This is an optimization exercise on Yosys and OpenROAD, whose aim is small area, not a production implementation.
The RTL was checked by simulation tests, not by an equivalence proof against the original design.
Power figures rest on the tool's default switching activity, not on a simulated workload.

`standard.sh`:
```
#!/bin/bash
# synth_recipe.tcl (not shown) runs the flow's synth.tcl, then flattens the netlist and writes it again
# the make line also repeats each setting of config.mk as NAME=value (left out here)
make -C /OpenROAD-flow-scripts/flow DESIGN_CONFIG=/design/flow/config.mk WORK_HOME=/design/flow/orfs CLKGATE_MAP_FILE= SYNTH_SCRIPT=/design/flow/synth_recipe.tcl "${@:-finish}"
```
`constraint.sdc`:
```
create_clock -name core_clock -period 12.5 [get_ports {clk}]
set_input_delay 2.5000 -clock core_clock [delete_from_list [all_inputs] [get_ports {clk}]]
set_output_delay 2.5000 -clock core_clock [all_outputs]
set_load 0.01 [all_outputs]
```
`flow/run.sh`:
```
#!/bin/bash
set -euo pipefail
export BUFFER_PORTS_ARGS="-buffer_cell sky130_fd_sc_hd__buf_1"
export CTS_ARGS="-sink_clustering_enable -repair_clock_nets -dont_use_dummy_load -buf_list {sky130_fd_sc_hd__clkbuf_8} -sink_clustering_size 15 -sink_clustering_max_diameter 60"
bash standard.sh finish > standard_sh.log 2>&1
```
`design.v`:
```
module modbus_rtu_master (
	input         clk,
	input         reset,
	input         RX,
	input  [15:0] data_300_1,
	input  [15:0] data_301_1,
	input  [15:0] data_302_1,
	input  [15:0] data_303_1,
	input  [15:0] data_304_1,
	input  [15:0] data_305_1,
	input  [15:0] data_306_1,
	input  [15:0] data_307_1,
	input  [15:0] data_308_1,
	input  [15:0] data_309_1,
	input  [15:0] data_300_2,
	input  [15:0] data_301_2,
	input  [15:0] data_302_2,
	input  [15:0] data_303_2,
	input  [15:0] data_304_2,
	input  [15:0] data_305_2,
	input  [15:0] data_306_2,
	input  [15:0] data_307_2,
	input  [15:0] data_308_2,
	input  [15:0] data_309_2,
	output [15:0] data_340_1,
	output [15:0] data_341_1,
	output [15:0] data_342_1,
	output [15:0] data_343_1,
	output [15:0] data_344_1,
	output [15:0] data_345_1,
	output [15:0] data_346_1,
	output [15:0] data_347_1,
	output [15:0] data_348_1,
	output [15:0] data_349_1,
	output [15:0] data_340_2,
	output [15:0] data_341_2,
	output [15:0] data_342_2,
	output [15:0] data_343_2,
	output [15:0] data_344_2,
	output [15:0] data_345_2,
	output [15:0] data_346_2,
	output [15:0] data_347_2,
	output [15:0] data_348_2,
	output [15:0] data_349_2,
	output        TX,
	output        DE,
	output        connection,
	output [15:0] error_code,
	output [15:0] error_cnt
);
reg rx_meta, rx_syn;
always @(posedge clk) begin
	if (reset) begin
		rx_meta <= 1'b0;
		rx_syn  <= 1'b0;
	end
	else begin
		rx_meta <= RX;
		rx_syn  <= rx_meta;
	end
end
reg [4:0] f_pos, f_neg;
reg       rx_f;
always @(posedge clk) begin
	if (reset) begin
		f_pos <= 5'd0;
		f_neg <= 5'd0;
		rx_f  <= 1'b0;
	end
	else begin
		if (rx_syn) begin
			f_neg <= 5'd0;
			f_pos <= f_pos + 5'd1;
		end
		else begin
			f_neg <= f_neg + 5'd1;
			f_pos <= 5'd0;
		end
		if (f_pos > 5'd20) begin
			rx_f  <= 1'b1;
			f_pos <= 5'd20;
		end
		if (f_neg > 5'd20) begin
			rx_f  <= 1'b0;
			f_neg <= 5'd20;
		end
	end
end
reg        DE_r;
wire       urx_rst = reset | DE_r;
reg  [3:0] urx_st;
reg        urx_prev, urx_run, update_rx;
reg  [7:0] rxb;
reg  [15:0] crc;
reg        crc_init, crc_pend;
reg  [3:0] rs;
reg  [7:0] adr_rx, n_data, data_hi;
reg  [6:0] nod;
reg  [2:0] ack_cnt;
reg        lo_ok, crc_validate, reset_crc_rx, answer, rprev0, rprev1, sm, ss;
reg  [15:0] error_code_r, error_cnt_r;
reg        connection_r;
reg [17:0] tC;
reg        tR;
reg  [4:0] ts;
reg        start_tx, start_delay, sdd, tprev0, tprev1, sel;
reg  [3:0] num_reg;
reg  [1:0] dd_cnt;
reg [15:0] dbuf;
reg  [3:0] utx_st;
reg        TX_r, busy, utx_prev;
reg  [6:0] ucnt;
wire [6:0] urx_cnt = rprev0 ? 7'd0 : ucnt;
wire [6:0] utx_cnt = rprev0 ? ucnt : 7'd0;
reg  [6:0] urx_cnt_n, utx_cnt_n;
wire [6:0] ucnt_inc = ucnt + 7'd1;
always @(*) begin
	urx_cnt_n = urx_run ? (rprev0 ? 7'd1 : ucnt_inc) : 7'd0;
	if (urx_cnt == 7'd80) urx_cnt_n = 7'd0;
	if (urx_st == 4'd0 && !rx_f && urx_prev) urx_cnt_n = 7'd40;
	if (urx_rst) urx_cnt_n = 7'd0;
	utx_cnt_n = (utx_st != 4'd0) ? (rprev0 ? ucnt_inc : 7'd1) : 7'd0;
	if (utx_cnt == 7'd80) utx_cnt_n = 7'd0;
	if (reset) utx_cnt_n = 7'd0;
end
always @(posedge clk) begin
	ucnt <= DE_r ? utx_cnt_n : urx_cnt_n;
end
always @(posedge clk) begin
	if (urx_rst) begin
		urx_st    <= 4'd0;
		urx_prev  <= 1'b0;
		urx_run   <= 1'b0;
		update_rx <= 1'b0;
	end
	else begin
		urx_prev <= rx_f;
		if (urx_cnt == 7'd80) begin
			urx_st  <= urx_st + 4'd1;
		end
		case (urx_st)
			4'd0: if (!rx_f && urx_prev) urx_run <= 1'b1;
			4'd1: update_rx <= 1'b0;
			4'd2, 4'd3, 4'd4, 4'd5, 4'd6, 4'd7, 4'd8, 4'd9: ;
			4'd10: begin
				if (rx_f) update_rx <= 1'b1;
				urx_run <= 1'b0;
				urx_st  <= 4'd0;
			end
			default: urx_st <= 4'd0;
		endcase
	end
end
wire urx_sample = !urx_rst && urx_st >= 4'd2 && urx_st <= 4'd9 && urx_cnt == 7'd0;
wire reset_crc_tx = ts >= 5'd10 && ts <= 5'd13 || ts >= 5'd20;
wire reset_eff = DE_r ? reset_crc_tx : reset_crc_rx;
wire rx_edge   = update_rx && !rprev1;
wire rx_ev     = rx_edge && !reset_crc_rx;
wire utx_bit   = utx_st >= 4'd2 && utx_st <= 4'd9;
wire tx_step   = DE_r && utx_bit && utx_cnt == 7'd0;
wire rx_step   = crc_pend && urx_sample;
wire do_step   = !reset_eff && (rx_step || tx_step);
reg  [7:0] cur_byte;
wire [2:0] utx_idx = utx_st[2:0] - 3'd2;
wire tx_bit    = cur_byte[utx_idx];
wire sbit      = crc_pend ? rxb[0] : tx_bit;
wire [15:0] cb = crc_init ? 16'hFFFF : crc;
wire [15:0] cn = {1'b0, cb[15:1]} ^ ((cb[0] ^ sbit) ? 16'hA001 : 16'h0000);
always @(posedge clk) begin
	if (reset || reset_eff) begin
		crc_init <= 1'b1;
		crc_pend <= 1'b0;
	end
	else begin
		if (rx_ev)
			crc_pend <= 1'b1;
		else if (rx_step && urx_st == 4'd9)
			crc_pend <= 1'b0;
		if (do_step) crc_init <= 1'b0;
	end
end
always @(posedge clk) begin
	if (do_step) crc <= cn;
end
always @(posedge clk) begin
	if (urx_sample) rxb <= {rx_f, rxb[7:1]};
end
localparam [3:0] R_IDLE = 4'd0, ID_DEF = 4'd1, FUNC_DEF = 4'd2,
                 ERROR_0 = 4'd3, ERROR_1 = 4'd4, ERROR_2 = 4'd5, ACK = 4'd6,
                 READ_0 = 4'd7, READ_1 = 4'd8, READ_2 = 4'd9, READ_3 = 4'd10,
                 READ_4 = 4'd11, READ_5 = 4'd12;
wire symb_clr   = rx_edge && rs >= FUNC_DEF && rs <= READ_4;
localparam [17:0] T_0 = 18'h00001, T_1 = 18'h00002,
                  T_8000 = 18'h0F25F, T_80000 = 18'h3A6EB, T_240000 = 18'h03931;
wire main_fire  = tR && tC == T_80000;
wire symb_fire  = !tR && tC == T_240000;
wire delay_done = tC == T_8000;
wire t_keep = sm ? tR : ss ? !tR : 1'b1;
wire t_clr  = sm ? 1'b0 : ss ? symb_clr : !(start_delay && !delay_done);
wire [17:0] t_step = {tC[16:0], tC[17] ^ tC[10]};
always @(posedge clk) begin
	if (reset) begin
		tC <= T_0;
		tR <= 1'b0;
	end
	else begin
		tR <= sm;
		tC <= t_clr ? T_0 : t_keep ? t_step : T_1;
	end
end
always @(posedge clk) begin
	if (reset) begin
		error_cnt_r  <= 16'h0000;
		sm           <= 1'b0;
		ss           <= 1'b0;
		rs           <= R_IDLE;
		adr_rx       <= 8'h00;
		n_data       <= 8'h00;
		crc_validate <= 1'b0;
		reset_crc_rx <= 1'b0;
		error_code_r <= 16'h0000;
		connection_r <= 1'b0;
		answer       <= 1'b0;
		lo_ok        <= 1'b0;
		ack_cnt      <= 3'b000;
		nod          <= 7'h00;
		rprev0       <= 1'b0;
		rprev1       <= 1'b0;
	end
	else begin
		answer <= 1'b0;
		rprev0 <= DE_r;
		rprev1 <= update_rx;
		if (main_fire) begin
			error_cnt_r       <= error_cnt_r + 16'h0001;
			rs                <= R_IDLE;
			error_code_r[3:0] <= 4'b0001;
			sm                <= 1'b0;
			connection_r      <= 1'b0;
		end
		if (symb_fire) begin
			error_cnt_r       <= error_cnt_r + 16'h0001;
			rs                <= R_IDLE;
			error_code_r[3:0] <= 4'b0010;
			ss                <= 1'b0;
			connection_r      <= 1'b0;
			n_data            <= 8'h00;
		end
		case (rs)
			R_IDLE: begin
				ss           <= 1'b0;
				crc_validate <= 1'b0;
				answer       <= 1'b1;
				if (!DE_r && rprev0) begin
					rs           <= ID_DEF;
					sm           <= 1'b1;
					reset_crc_rx <= 1'b0;
				end
				else
					reset_crc_rx <= 1'b1;
			end
			ID_DEF: if (rx_edge) begin
				rs     <= FUNC_DEF;
				sm     <= 1'b0;
				ss     <= 1'b1;
				adr_rx <= rxb;
			end
			FUNC_DEF: if (rx_edge) begin
				if (rxb == 8'h10)
					rs <= ACK;
				else if (rxb == 8'h03)
					rs <= READ_0;
				else
					rs <= ERROR_0;
			end
			ERROR_0: if (rx_edge) rs <= ERROR_1;
			ERROR_1: if (rx_edge) begin
				lo_ok        <= rxb == crc[7:0];
				reset_crc_rx <= 1'b1;
				rs           <= ERROR_2;
			end
			ERROR_2: if (rx_edge) begin
				if (lo_ok && rxb == crc[15:8])
					error_code_r <= {adr_rx, data_hi[3:0], 4'b0000};
				else
					error_code_r[3:0] <= 4'b0100;
				error_cnt_r  <= error_cnt_r + 16'h0001;
				connection_r <= 1'b0;
				rs           <= R_IDLE;
			end
			ACK: if (rx_edge) begin
				if (ack_cnt == 3'b101) begin
					ack_cnt      <= 3'b000;
					rs           <= R_IDLE;
					reset_crc_rx <= 1'b1;
				end
				else
					ack_cnt <= ack_cnt + 3'b001;
			end
			READ_0: if (rx_edge) begin
				nod    <= rxb[7:1];
				n_data <= 8'h00;
				rs     <= READ_1;
			end
			READ_1: if (rx_edge) begin
				n_data <= n_data + 8'h01;
				rs     <= READ_2;
			end
			READ_2: if (rx_edge) begin
				if (n_data == {1'b0, nod})
					rs <= READ_3;
				else
					rs <= READ_1;
			end
			READ_3: if (rx_edge) begin
				lo_ok        <= rxb == crc[7:0];
				reset_crc_rx <= 1'b1;
				rs           <= READ_4;
			end
			READ_4: if (rx_edge) begin
				if (lo_ok && rxb == crc[15:8]) begin
					crc_validate <= 1'b1;
					n_data       <= 8'h01;
					error_code_r <= 16'h0000;
					connection_r <= 1'b1;
					rs           <= READ_5;
				end
				else begin
					error_cnt_r       <= error_cnt_r + 16'h0001;
					error_code_r[3:0] <= 4'b0100;
					connection_r      <= 1'b0;
					rs                <= R_IDLE;
				end
			end
			READ_5: begin
				if (n_data == {1'b0, nod})
					rs <= R_IDLE;
				else
					n_data <= n_data + 8'h01;
			end
			default: rs <= R_IDLE;
		endcase
	end
end
always @(posedge clk) begin
	if (rx_edge && (rs == READ_1 || rs == ERROR_0)) data_hi <= rxb;
end
reg [159:0] rbuf;
wire buf_we = rx_edge && rs == READ_2 && !symb_fire;
wire bw_1 = buf_we && n_data == 8'd1;
always @(posedge clk) rbuf[15:0] <= ({16{bw_1}} & {data_hi, rxb}) | ({16{!bw_1}} & rbuf[15:0]);
wire bw_2 = buf_we && n_data == 8'd2;
always @(posedge clk) rbuf[31:16] <= ({16{bw_2}} & {data_hi, rxb}) | ({16{!bw_2}} & rbuf[31:16]);
wire bw_3 = buf_we && n_data == 8'd3;
always @(posedge clk) rbuf[47:32] <= ({16{bw_3}} & {data_hi, rxb}) | ({16{!bw_3}} & rbuf[47:32]);
wire bw_4 = buf_we && n_data == 8'd4;
always @(posedge clk) rbuf[63:48] <= ({16{bw_4}} & {data_hi, rxb}) | ({16{!bw_4}} & rbuf[63:48]);
wire bw_5 = buf_we && n_data == 8'd5;
always @(posedge clk) rbuf[79:64] <= ({16{bw_5}} & {data_hi, rxb}) | ({16{!bw_5}} & rbuf[79:64]);
wire bw_6 = buf_we && n_data == 8'd6;
always @(posedge clk) rbuf[95:80] <= ({16{bw_6}} & {data_hi, rxb}) | ({16{!bw_6}} & rbuf[95:80]);
wire bw_7 = buf_we && n_data == 8'd7;
always @(posedge clk) rbuf[111:96] <= ({16{bw_7}} & {data_hi, rxb}) | ({16{!bw_7}} & rbuf[111:96]);
wire bw_8 = buf_we && n_data == 8'd8;
always @(posedge clk) rbuf[127:112] <= ({16{bw_8}} & {data_hi, rxb}) | ({16{!bw_8}} & rbuf[127:112]);
wire bw_9 = buf_we && n_data == 8'd9;
always @(posedge clk) rbuf[143:128] <= ({16{bw_9}} & {data_hi, rxb}) | ({16{!bw_9}} & rbuf[143:128]);
wire bw_10 = buf_we && n_data == 8'd10;
always @(posedge clk) rbuf[159:144] <= ({16{bw_10}} & {data_hi, rxb}) | ({16{!bw_10}} & rbuf[159:144]);
reg [3:0] cp_idx;
reg       cp_sl;
always @(posedge clk) begin
	if (crc_validate && (adr_rx == 8'd1 || adr_rx == 8'd2) && n_data >= 8'd1 && n_data <= 8'd10) begin
		cp_idx <= n_data[3:0];
		cp_sl  <= adr_rx[1];
	end
	else
		cp_idx <= 4'd0;
end
reg [15:0] data_340_1_r;
reg [15:0] data_340_2_r;
reg [15:0] data_341_1_r;
reg [15:0] data_341_2_r;
reg [15:0] data_342_1_r;
reg [15:0] data_342_2_r;
reg [15:0] data_343_1_r;
reg [15:0] data_343_2_r;
reg [15:0] data_344_1_r;
reg [15:0] data_344_2_r;
reg [15:0] data_345_1_r;
reg [15:0] data_345_2_r;
reg [15:0] data_346_1_r;
reg [15:0] data_346_2_r;
reg [15:0] data_347_1_r;
reg [15:0] data_347_2_r;
reg [15:0] data_348_1_r;
reg [15:0] data_348_2_r;
reg [15:0] data_349_1_r;
reg [15:0] data_349_2_r;
wire ow_1_1 = cp_idx == 4'd1 && cp_sl == 1'b0;
wire ol_1_1 = ow_1_1 && !reset;
wire oh_1_1 = !ow_1_1 && !reset;
always @(posedge clk) data_340_1_r <= ({16{ol_1_1}} & rbuf[15:0]) | ({16{oh_1_1}} & data_340_1_r);
assign data_340_1 = data_340_1_r;
wire ow_1_2 = cp_idx == 4'd1 && cp_sl == 1'b1;
wire ol_1_2 = ow_1_2 && !reset;
wire oh_1_2 = !ow_1_2 && !reset;
always @(posedge clk) data_340_2_r <= ({16{ol_1_2}} & rbuf[15:0]) | ({16{oh_1_2}} & data_340_2_r);
assign data_340_2 = data_340_2_r;
wire ow_2_1 = cp_idx == 4'd2 && cp_sl == 1'b0;
wire ol_2_1 = ow_2_1 && !reset;
wire oh_2_1 = !ow_2_1 && !reset;
always @(posedge clk) data_341_1_r <= ({16{ol_2_1}} & rbuf[31:16]) | ({16{oh_2_1}} & data_341_1_r);
assign data_341_1 = data_341_1_r;
wire ow_2_2 = cp_idx == 4'd2 && cp_sl == 1'b1;
wire ol_2_2 = ow_2_2 && !reset;
wire oh_2_2 = !ow_2_2 && !reset;
always @(posedge clk) data_341_2_r <= ({16{ol_2_2}} & rbuf[31:16]) | ({16{oh_2_2}} & data_341_2_r);
assign data_341_2 = data_341_2_r;
wire ow_3_1 = cp_idx == 4'd3 && cp_sl == 1'b0;
wire ol_3_1 = ow_3_1 && !reset;
wire oh_3_1 = !ow_3_1 && !reset;
always @(posedge clk) data_342_1_r <= ({16{ol_3_1}} & rbuf[47:32]) | ({16{oh_3_1}} & data_342_1_r);
assign data_342_1 = data_342_1_r;
wire ow_3_2 = cp_idx == 4'd3 && cp_sl == 1'b1;
wire ol_3_2 = ow_3_2 && !reset;
wire oh_3_2 = !ow_3_2 && !reset;
always @(posedge clk) data_342_2_r <= ({16{ol_3_2}} & rbuf[47:32]) | ({16{oh_3_2}} & data_342_2_r);
assign data_342_2 = data_342_2_r;
wire ow_4_1 = cp_idx == 4'd4 && cp_sl == 1'b0;
wire ol_4_1 = ow_4_1 && !reset;
wire oh_4_1 = !ow_4_1 && !reset;
always @(posedge clk) data_343_1_r <= ({16{ol_4_1}} & rbuf[63:48]) | ({16{oh_4_1}} & data_343_1_r);
assign data_343_1 = data_343_1_r;
wire ow_4_2 = cp_idx == 4'd4 && cp_sl == 1'b1;
wire ol_4_2 = ow_4_2 && !reset;
wire oh_4_2 = !ow_4_2 && !reset;
always @(posedge clk) data_343_2_r <= ({16{ol_4_2}} & rbuf[63:48]) | ({16{oh_4_2}} & data_343_2_r);
assign data_343_2 = data_343_2_r;
wire ow_5_1 = cp_idx == 4'd5 && cp_sl == 1'b0;
wire ol_5_1 = ow_5_1 && !reset;
wire oh_5_1 = !ow_5_1 && !reset;
always @(posedge clk) data_344_1_r <= ({16{ol_5_1}} & rbuf[79:64]) | ({16{oh_5_1}} & data_344_1_r);
assign data_344_1 = data_344_1_r;
wire ow_5_2 = cp_idx == 4'd5 && cp_sl == 1'b1;
wire ol_5_2 = ow_5_2 && !reset;
wire oh_5_2 = !ow_5_2 && !reset;
always @(posedge clk) data_344_2_r <= ({16{ol_5_2}} & rbuf[79:64]) | ({16{oh_5_2}} & data_344_2_r);
assign data_344_2 = data_344_2_r;
wire ow_6_1 = cp_idx == 4'd6 && cp_sl == 1'b0;
wire ol_6_1 = ow_6_1 && !reset;
wire oh_6_1 = !ow_6_1 && !reset;
always @(posedge clk) data_345_1_r <= ({16{ol_6_1}} & rbuf[95:80]) | ({16{oh_6_1}} & data_345_1_r);
assign data_345_1 = data_345_1_r;
wire ow_6_2 = cp_idx == 4'd6 && cp_sl == 1'b1;
wire ol_6_2 = ow_6_2 && !reset;
wire oh_6_2 = !ow_6_2 && !reset;
always @(posedge clk) data_345_2_r <= ({16{ol_6_2}} & rbuf[95:80]) | ({16{oh_6_2}} & data_345_2_r);
assign data_345_2 = data_345_2_r;
wire ow_7_1 = cp_idx == 4'd7 && cp_sl == 1'b0;
wire ol_7_1 = ow_7_1 && !reset;
wire oh_7_1 = !ow_7_1 && !reset;
always @(posedge clk) data_346_1_r <= ({16{ol_7_1}} & rbuf[111:96]) | ({16{oh_7_1}} & data_346_1_r);
assign data_346_1 = data_346_1_r;
wire ow_7_2 = cp_idx == 4'd7 && cp_sl == 1'b1;
wire ol_7_2 = ow_7_2 && !reset;
wire oh_7_2 = !ow_7_2 && !reset;
always @(posedge clk) data_346_2_r <= ({16{ol_7_2}} & rbuf[111:96]) | ({16{oh_7_2}} & data_346_2_r);
assign data_346_2 = data_346_2_r;
wire ow_8_1 = cp_idx == 4'd8 && cp_sl == 1'b0;
wire ol_8_1 = ow_8_1 && !reset;
wire oh_8_1 = !ow_8_1 && !reset;
always @(posedge clk) data_347_1_r <= ({16{ol_8_1}} & rbuf[127:112]) | ({16{oh_8_1}} & data_347_1_r);
assign data_347_1 = data_347_1_r;
wire ow_8_2 = cp_idx == 4'd8 && cp_sl == 1'b1;
wire ol_8_2 = ow_8_2 && !reset;
wire oh_8_2 = !ow_8_2 && !reset;
always @(posedge clk) data_347_2_r <= ({16{ol_8_2}} & rbuf[127:112]) | ({16{oh_8_2}} & data_347_2_r);
assign data_347_2 = data_347_2_r;
wire ow_9_1 = cp_idx == 4'd9 && cp_sl == 1'b0;
wire ol_9_1 = ow_9_1 && !reset;
wire oh_9_1 = !ow_9_1 && !reset;
always @(posedge clk) data_348_1_r <= ({16{ol_9_1}} & rbuf[143:128]) | ({16{oh_9_1}} & data_348_1_r);
assign data_348_1 = data_348_1_r;
wire ow_9_2 = cp_idx == 4'd9 && cp_sl == 1'b1;
wire ol_9_2 = ow_9_2 && !reset;
wire oh_9_2 = !ow_9_2 && !reset;
always @(posedge clk) data_348_2_r <= ({16{ol_9_2}} & rbuf[143:128]) | ({16{oh_9_2}} & data_348_2_r);
assign data_348_2 = data_348_2_r;
wire ow_10_1 = cp_idx == 4'd10 && cp_sl == 1'b0;
wire ol_10_1 = ow_10_1 && !reset;
wire oh_10_1 = !ow_10_1 && !reset;
always @(posedge clk) data_349_1_r <= ({16{ol_10_1}} & rbuf[159:144]) | ({16{oh_10_1}} & data_349_1_r);
assign data_349_1 = data_349_1_r;
wire ow_10_2 = cp_idx == 4'd10 && cp_sl == 1'b1;
wire ol_10_2 = ow_10_2 && !reset;
wire oh_10_2 = !ow_10_2 && !reset;
always @(posedge clk) data_349_2_r <= ({16{ol_10_2}} & rbuf[159:144]) | ({16{oh_10_2}} & data_349_2_r);
assign data_349_2 = data_349_2_r;
localparam [4:0] T_IDLE = 5'd0, ST0 = 5'd1, ST1 = 5'd2, ST2 = 5'd3, ST3 = 5'd4,
                 ST4 = 5'd5, ST5 = 5'd6, ST6 = 5'd7, ST7 = 5'd8, ST8 = 5'd9,
                 ST9 = 5'd10, ST10 = 5'd11, ST11 = 5'd12, ST12 = 5'd13,
                 ST13 = 5'd14, ST14 = 5'd15, ST15 = 5'd16, ST16 = 5'd17,
                 ST17 = 5'd18, ST18 = 5'd19, ST19 = 5'd20, ST20 = 5'd21,
                 ST21 = 5'd22;
wire busy_fall = !busy && tprev0;
wire ans_rise  = answer && !tprev1;
always @(posedge clk) begin
	if (reset) begin
		start_tx     <= 1'b0;
		ts           <= T_IDLE;
		DE_r         <= 1'b1;
		num_reg      <= 4'd1;
		dd_cnt       <= 2'b00;
		start_delay  <= 1'b0;
		sdd          <= 1'b0;
		tprev0       <= 1'b0;
		tprev1       <= 1'b0;
		sel          <= 1'b0;
	end
	else begin
		if (start_delay && delay_done)
			start_delay <= 1'b0;
		if (sdd) begin
			if (&dd_cnt) begin
				dd_cnt <= 2'b00;
				sdd    <= 1'b0;
			end
			else
				dd_cnt <= dd_cnt + 2'b01;
		end
		tprev0 <= busy;
		tprev1 <= answer;
		case (ts)
			T_IDLE: begin
				if (!start_delay) ts <= ST0;
			end
			ST0, ST1, ST2, ST3, ST4, ST5, ST6, ST9, ST13, ST14, ST15, ST16, ST17, ST19: begin
				if (busy_fall) begin
					ts       <= ts + 5'd1;
					start_tx <= 1'b0;
				end
				else
					start_tx <= 1'b1;
			end
			ST7: begin
				if (busy_fall) begin
					ts       <= ST8;
					start_tx <= 1'b0;
				end
				else if (!sdd)
					start_tx <= 1'b1;
			end
			ST8: begin
				if (busy_fall) begin
					if (num_reg == 4'd10) begin
						ts           <= ST9;
						num_reg      <= 4'd1;
					end
					else begin
						num_reg <= num_reg + 4'd1;
						sdd     <= 1'b1;
						ts      <= ST7;
					end
					start_tx <= 1'b0;
				end
				else
					start_tx <= 1'b1;
			end
			ST10, ST20: begin
				if (busy_fall) begin
					ts       <= ts + 5'd1;
					start_tx <= 1'b0;
					DE_r     <= 1'b0;
				end
				else
					start_tx <= 1'b1;
			end
			ST11: if (ans_rise) begin
				DE_r        <= 1'b1;
				start_delay <= 1'b1;
				ts          <= ST12;
			end
			ST12: if (!start_delay) begin
				ts           <= ST13;
			end
			ST18: begin
				if (busy_fall) begin
					ts           <= ST19;
					start_tx     <= 1'b0;
				end
				else
					start_tx <= 1'b1;
			end
			ST21: if (ans_rise) begin
				DE_r        <= 1'b1;
				sel         <= ~sel;
				start_delay <= 1'b1;
				ts          <= T_IDLE;
			end
			default: ts <= T_IDLE;
		endcase
	end
end
reg [15:0] din_sel;
always @(*) begin
	case ({sel, num_reg})
	{1'b0, 4'd1}: din_sel = data_300_1;
	{1'b0, 4'd2}: din_sel = data_301_1;
	{1'b0, 4'd3}: din_sel = data_302_1;
	{1'b0, 4'd4}: din_sel = data_303_1;
	{1'b0, 4'd5}: din_sel = data_304_1;
	{1'b0, 4'd6}: din_sel = data_305_1;
	{1'b0, 4'd7}: din_sel = data_306_1;
	{1'b0, 4'd8}: din_sel = data_307_1;
	{1'b0, 4'd9}: din_sel = data_308_1;
	{1'b0, 4'd10}: din_sel = data_309_1;
	{1'b1, 4'd1}: din_sel = data_300_2;
	{1'b1, 4'd2}: din_sel = data_301_2;
	{1'b1, 4'd3}: din_sel = data_302_2;
	{1'b1, 4'd4}: din_sel = data_303_2;
	{1'b1, 4'd5}: din_sel = data_304_2;
	{1'b1, 4'd6}: din_sel = data_305_2;
	{1'b1, 4'd7}: din_sel = data_306_2;
	{1'b1, 4'd8}: din_sel = data_307_2;
	{1'b1, 4'd9}: din_sel = data_308_2;
	{1'b1, 4'd10}: din_sel = data_309_2;
	default: din_sel = 16'h0000;
	endcase
end
wire dsmp = (ts == ST6 && utx_st == 4'd10 && utx_cnt == 7'd80) || (sdd && dd_cnt == 2'd1);
always @(posedge clk) begin
	if (dsmp) dbuf <= din_sel;
end
always @(*) begin
	case (ts)
		ST0, ST13:   cur_byte = sel ? 8'h02 : 8'h01;
		ST1:         cur_byte = 8'h10;
		ST2, ST15:   cur_byte = 8'h01;
		ST3:         cur_byte = 8'h2C;
		ST5, ST18:   cur_byte = 8'h0A;
		ST6:         cur_byte = 8'h14;
		ST7:         cur_byte = dbuf[15:8];
		ST8:         cur_byte = dbuf[7:0];
		ST9, ST19:   cur_byte = crc[7:0];
		ST10, ST20:  cur_byte = crc[15:8];
		ST14:        cur_byte = 8'h03;
		ST16:        cur_byte = 8'h54;
		default:     cur_byte = 8'h00;
	endcase
end
always @(posedge clk) begin
	if (reset) begin
		utx_st   <= 4'd0;
		TX_r     <= 1'b1;
		busy     <= 1'b0;
		utx_prev <= 1'b0;
	end
	else begin
		utx_prev <= start_tx;
		if (utx_cnt == 7'd80) begin
			utx_st  <= (utx_st == 4'd10) ? 4'd0 : utx_st + 4'd1;
		end
		case (utx_st)
			4'd0: begin
				TX_r <= 1'b1;
				busy <= 1'b0;
				if (start_tx && !utx_prev) utx_st <= 4'd1;
			end
			4'd1: begin
				TX_r <= 1'b0;
				busy <= 1'b1;
			end
			4'd2, 4'd3, 4'd4, 4'd5, 4'd6, 4'd7, 4'd8, 4'd9:
				TX_r <= tx_bit;
			4'd10: TX_r <= 1'b1;
			default: utx_st <= 4'd0;
		endcase
	end
end
assign TX         = TX_r;
assign DE         = DE_r;
assign connection = connection_r;
assign error_code = error_code_r;
assign error_cnt  = error_cnt_r;
endmodule
```
`config.mk`:
```
export PLATFORM = sky130hd
export DESIGN_NAME = modbus_rtu_master
export DESIGN_NICKNAME = modbus_rtu_master
export VERILOG_FILES = /design/flow/design.v
export SDC_FILE = /design/flow/constraint.sdc
export NUM_CORES = 4
export LEC_CHECK = 0
export CAP_MARGIN = 20
export CORE_MARGIN = 2
export CORE_UTILIZATION = 50
export SLEW_MARGIN = 25
```
==> impl_results.html <==
<table>
<tr><th>Metric</th><th>Value</th></tr>
<tr><th colspan="2">Drt</th></tr>
<tr><td>Number of iterations in the first detailed-routing pass</td><td>5</td></tr>
<tr><td>Initial DRC count</td><td>2473</td></tr>
<tr><td>Post-detailed-routing wire length</td><td>99.14 mm</td></tr>
<tr><td>Via count</td><td>22220</td></tr>
<tr><td>Post-detailed-route DRC marker count</td><td>0</td></tr>
<tr><td>Routed len/inst</td><td>27.95 um</td></tr>
<tr><td>Count of nets left with antenna violations after detail routing</td><td>0</td></tr>
<tr><td>Detailed-route vias per instance</td><td>6.266</td></tr>
<tr><th colspan="2">Synth</th></tr>
<tr><td>Async S/R FF share, synth</td><td>0</td></tr>
<tr><td>Flip-flop and latch count after synthesis</td><td>677</td></tr>
<tr><td>EDFF count, synth</td><td>209</td></tr>
<tr><td>Net Count, Synth</td><td>2548</td></tr>
<tr><td>Mean cell area of the mapped netlist</td><td>11.70 um2</td></tr>
<tr><td>Fraction of post-synthesis cell area in the top cell type by area</td><td>0.3636</td></tr>
<tr><td>Post-synth top area cell</td><td>sky130_fd_sc_hd__dfxtp_1</td></tr>
<tr><td>Netlist cell types</td><td>77</td></tr>
<tr><td>Post-synth top flop</td><td>sky130_fd_sc_hd__dfxtp_1</td></tr>
<tr><td>Post-synthesis sequential area ratio</td><td>0.6072</td></tr>
<tr><td>Cell count after synthesis</td><td>2202</td></tr>
<tr><td>Mapped Area</td><td>0.02577 mm2</td></tr>
<tr><td>Top cells by area, synth</td><td>sky130_fd_sc_hd__dfxtp_1 (36%), sky130_fd_sc_hd__edfxtp_1 (24%), sky130_fd_sc_hd__a22o_1 (13%)</td></tr>
<tr><td>Syn. warnings</td><td>1</td></tr>
<tr><th colspan="2">Global route</th></tr>
<tr><td>Antenna violations before repair</td><td>12</td></tr>
<tr><td>Overflow left after global routing</td><td>0</td></tr>
<tr><td>Maximum number of pins on one net before global-route repair</td><td>91</td></tr>
<tr><td>Overall Global Routing Usage</td><td>0.3604</td></tr>
<tr><td>Wire length of the first global-routing pass</td><td>141.9 mm</td></tr>
<tr><td>Number of global-route vias before repair</td><td>20790</td></tr>
<tr><th colspan="2">Final layout</th></tr>
<tr><td>Share of cells above drive strength 1</td><td>0.05977</td></tr>
<tr><td>Area Growth Syn to Fin</td><td>16.19%</td></tr>
<tr><td>Most common library cell in the layout ignoring fill and taps</td><td>sky130_fd_sc_hd__buf_1</td></tr>
<tr><td>NumNets Final</td><td>3209</td></tr>
<tr><td>Highest-count cells in the layout ignoring fill and taps</td><td>sky130_fd_sc_hd__buf_1 (676), sky130_fd_sc_hd__dfxtp_1 (467), sky130_fd_sc_hd__a22o_1 (387)</td></tr>
<tr><td>Number of fillers in the final layout</td><td>4552</td></tr>
<tr><th colspan="2">Run</th></tr>
<tr><td>Max-capacitance violation count</td><td>0</td></tr>
<tr><th colspan="2">Timing</th></tr>
<tr><td>Worst clock skew on the final layout</td><td>0.09636 ns</td></tr>
<tr><td>Min Clock Period, post-route</td><td>4.329 ns</td></tr>
<tr><td>Final period util</td><td>0.3464</td></tr>
<tr><td>Pins Over Slew Limit</td><td>0</td></tr>
<tr><td>Worst Slack Setup Final</td><td>8.171 ns</td></tr>
<tr><td>Worst relative slew slack</td><td>0.2799</td></tr>
<tr><td>Setup violations, final</td><td>0</td></tr>
<tr><td>Count of final hold-check violations</td><td>0</td></tr>
<tr><td>Setup total negative slack</td><td>0 ns</td></tr>
<tr><td>Setup repair after global routing missed its margin</td><td>false</td></tr>
<tr><td>Max Clk Rate</td><td>0.2310 GHz</td></tr>
<tr><td>Transition time at the pin with the least slew margin</td><td>1.076 ns</td></tr>
<tr><th colspan="2">Placed design</th></tr>
<tr><td>Port Buffers</td><td>677</td></tr>
<tr><td>DP HPWL</td><td>74.89 mm</td></tr>
<tr><td>Post-place setup slack</td><td>7.553 ns</td></tr>
<tr><td>GPL Wtd Cong</td><td>1.054</td></tr>
<tr><th colspan="2">Worst setup path</th></tr>
<tr><td>Worst setup EP type</td><td>register</td></tr>
<tr><td>Slack of the worst reg-to-reg path</td><td>8.97 ns</td></tr>
<tr><td>Arrival time of the worst setup path</td><td>4.64 ns</td></tr>
<tr><td>Startpoint of the worst register-to-register path</td><td>ts[4]$_SDFFE_PP0P_</td></tr>
<tr><td>Worst Setup Start Kind</td><td>input port</td></tr>
<tr><td>End of the worst register-to-register path</td><td>start_tx$_SDFFE_PP0P_</td></tr>
<tr><td>Path depth of the worst reg2reg path</td><td>8</td></tr>
<tr><td>Critical path class</td><td>input port to register</td></tr>
<tr><td>CP Max Fanout</td><td>29</td></tr>
<tr><td>Crit path required time</td><td>12.81 ns</td></tr>
<tr><th colspan="2">Floorplanning</th></tr>
<tr><td>Die span in y</td><td>231.0 um</td></tr>
<tr><td>Row Count</td><td>83</td></tr>
<tr><td>Horizontal die dimension</td><td>231.0 um</td></tr>
<tr><td>Floorplan core area</td><td>0.05109 mm2</td></tr>
<tr><td>Initial core utilization</td><td>0.5043</td></tr>
<tr><td>Ports placed on the boundary</td><td>678</td></tr>
<tr><td>Die area</td><td>0.05336 mm2</td></tr>
<tr><th colspan="2">Clock network</th></tr>
<tr><td># H-tree levels</td><td>2</td></tr>
<tr><td>Sink Count</td><td>677</td></tr>
<tr><td>Clock edge transition at the registers on the reported setup and hold paths</td><td>0.10 ns</td></tr>
<tr><td>Hold bufs inserted after CTS</td><td>0</td></tr>
<tr><td>Setup Buffers After CTS</td><td>0</td></tr>
<tr><td>Insertion delay to the later sink of the worst-skew pair</td><td>0.70 ns</td></tr>
<tr><td>Number of gates given a new drive strength after cts</td><td>0</td></tr>
<tr><td>Clock buffer count from CTS</td><td>52</td></tr>
<tr><td>CTS tree</td><td>yes</td></tr>
<tr><td>CTS root buffer</td><td>sky130_fd_sc_hd__clkbuf_8</td></tr>
<tr><td>Max clock buf depth</td><td>3</td></tr>
<tr><th colspan="2">Power and ir drop</th></tr>
<tr><td>Cell leakage power</td><td>10.24 nW</td></tr>
<tr><td>Pwr per Cell Area</td><td>120.5 mW/mm2</td></tr>
<tr><td>Largest voltage drop on the vdd net</td><td>0.08819 mV</td></tr>
<tr><th colspan="2">Status</th></tr>
<tr><td>Status</td><td>complete, no violations</td></tr>
<tr><th colspan="2">Hold path</th></tr>
<tr><td>Type of the most critical hold path</td><td>register to register</td></tr>
<tr><td>WHS Path Cells</td><td>1</td></tr>
<tr><td>Worst Hold End</td><td>data_348_2_r[8]$_DFF_P_</td></tr>
</table>
## routing by layer
layer	GRT usage	up-vias	routed length (um)
met2	0.5705	1239	45220
met3	0.06559	154	9269
met1	0.5010	11060	41200
met4	0.1179	8	3402
met5	0	-	50
li1	-	9764	-
## worst max-delay path by stage
stage / from / end / depth (start not counted)
floorplan: reset / crc[0]$_DFFE_PP_ / 6
global placement: reset / crc[4]$_SDFFCE_PP1P_ / 7
detailed placement: reset / crc[1]$_SDFFCE_PP1P_ / 7
CTS: reset / crc[1]$_SDFFCE_PP1P_ / 7
global route: reset / crc[15]$_DFFE_PP_ / 7
finish: reset / crc[0]$_DFFE_PP_ / 7
## critical path, stage by stage
cell	delay, ns
sky130_fd_sc_hd__clkbuf_4	0.29
sky130_fd_sc_hd__nor2_1	0.33
sky130_fd_sc_hd__nand2_1	0.09
sky130_fd_sc_hd__nor2_1	0.60
sky130_fd_sc_hd__a22oi_1	0.25
sky130_fd_sc_hd__a311oi_2	0.28
sky130_fd_sc_hd__buf_4	0.28
## Yosys cell counts (5+ instances only)
| cell | instances |
|---|---|
| sky130_fd_sc_hd__dfxtp_1 | 468 |
| sky130_fd_sc_hd__a22o_1 | 387 |
| sky130_fd_sc_hd__edfxtp_1 | 209 |
| sky130_fd_sc_hd__nor2_1 | 150 |
| sky130_fd_sc_hd__clkbuf_1 | 116 |
| sky130_fd_sc_hd__nand2_1 | 88 |
| sky130_fd_sc_hd__a21oi_1 | 73 |
| sky130_fd_sc_hd__a221oi_1 | 57 |
| sky130_fd_sc_hd__o21ai_0 | 56 |
| sky130_fd_sc_hd__nand3_1 | 54 |
| sky130_fd_sc_hd__a22oi_1 | 50 |
| sky130_fd_sc_hd__inv_1 | 39 |
| sky130_fd_sc_hd__and2_1 | 35 |
| sky130_fd_sc_hd__nor3_1 | 30 |
| sky130_fd_sc_hd__nor2b_1 | 28 |
| sky130_fd_sc_hd__xnor2_1 | 28 |
| sky130_fd_sc_hd__nand4_1 | 25 |
| sky130_fd_sc_hd__and3_1 | 23 |
| sky130_fd_sc_hd__ha_1 | 23 |
| sky130_fd_sc_hd__nand2b_1 | 22 |
| sky130_fd_sc_hd__xor2_1 | 21 |
| sky130_fd_sc_hd__or2_2 | 19 |
| sky130_fd_sc_hd__a31oi_1 | 17 |
| sky130_fd_sc_hd__or3_1 | 16 |
| sky130_fd_sc_hd__mux2i_1 | 15 |
| sky130_fd_sc_hd__a211oi_1 | 13 |
| sky130_fd_sc_hd__nor4_1 | 10 |
| sky130_fd_sc_hd__o22ai_1 | 8 |
| sky130_fd_sc_hd__a311oi_1 | 7 |
| sky130_fd_sc_hd__nand3b_1 | 7 |
| sky130_fd_sc_hd__a41oi_1 | 6 |
| sky130_fd_sc_hd__nor4b_1 | 6 |
| sky130_fd_sc_hd__o2111ai_1 | 6 |
| sky130_fd_sc_hd__o31ai_1 | 5 |
## where the power goes
part	leakage, nW	internal (mW)	total [mW]	switching, mW
Combinational	4.21	0.110	0.294	0.184
Sequential	5.66	2.26	2.28	0.0220
Clock	0.374	0.372	1.03	0.660
Total	10.2	2.74	3.61	0.866
## cells by family (layout without fill, tap and decap cells)
family / Yosys count / count (layout) / share of synthesized area
AOI/OAI and AO/OA: 729 / 729 / 0.2244
DFF: 677 / 677 / 0.6072
and+or+nand+nor: 544 / 544 / 0.1096
buffers and inverters: 163 / 822 / 0.02418
xor gates and xnor gates: 49 / 49 / 0.01666
adders and majority gates: 23 / 23 / 0.01117
muxes: 17 / 17 / 0.006701
other: 0 / 6 / 0
## through the flow
step	power [mW]	util	cells	hold slack, ns	area (um2)
detailed placement	2.619	0.5712	3489	0.4565	29180
global placement	2.613	0.5702	3489	0.4235	29130
finish	3.609	0.5860	3547	0.4445	29940
global route	3.726	0.5857	3542	0.4702	29930
CTS	3.614	0.5852	3541	0.4425	29900
floorplan	2.510	-	2202	0.4138	25770
## cell type report
type / instances / area, um2 / share of cell area
inverters: 39 / 146.4 / 0.004890
multi-input cells: 1362 / 9614 / 0.3211
well taps: 680 / 850.8 / 0.02842
clock buffers: 52 / 715.7 / 0.02391
diodes: 6 / 15.01 / 0.0005015
flip-flops and latches: 677 / 15650 / 0.5226
repair buffers: 731 / 2950 / 0.09855

[static timing again, ports no longer ideal]
No port has a modelled driver above. Below, the same layout with a new extraction and two added sets of constraints.
Step 1 sets driving cells, clkbuf_16 on the clock port and buf_2 on the other inputs (assumed; they add their load-dependent delay and slew).
Step 2, shift: input delay + t, output delay - t, t = (earliest + latest rising clock arrival at the registers) / 2. This alone moves slack from input paths to output paths.
a / b / c = ideal / step 1 / step 2; a / b = the first two.
shift t [ns]: 0.705
setup slack, ns: 8.171 / 8.205 / 7.501
latest minus earliest clock arrival (ns): 0.097 / 0.097
After both steps setup and hold are still met in this run. For this run, drivers alone change the setup slack by +0.034 ns; drivers and shift together by -0.670 ns.
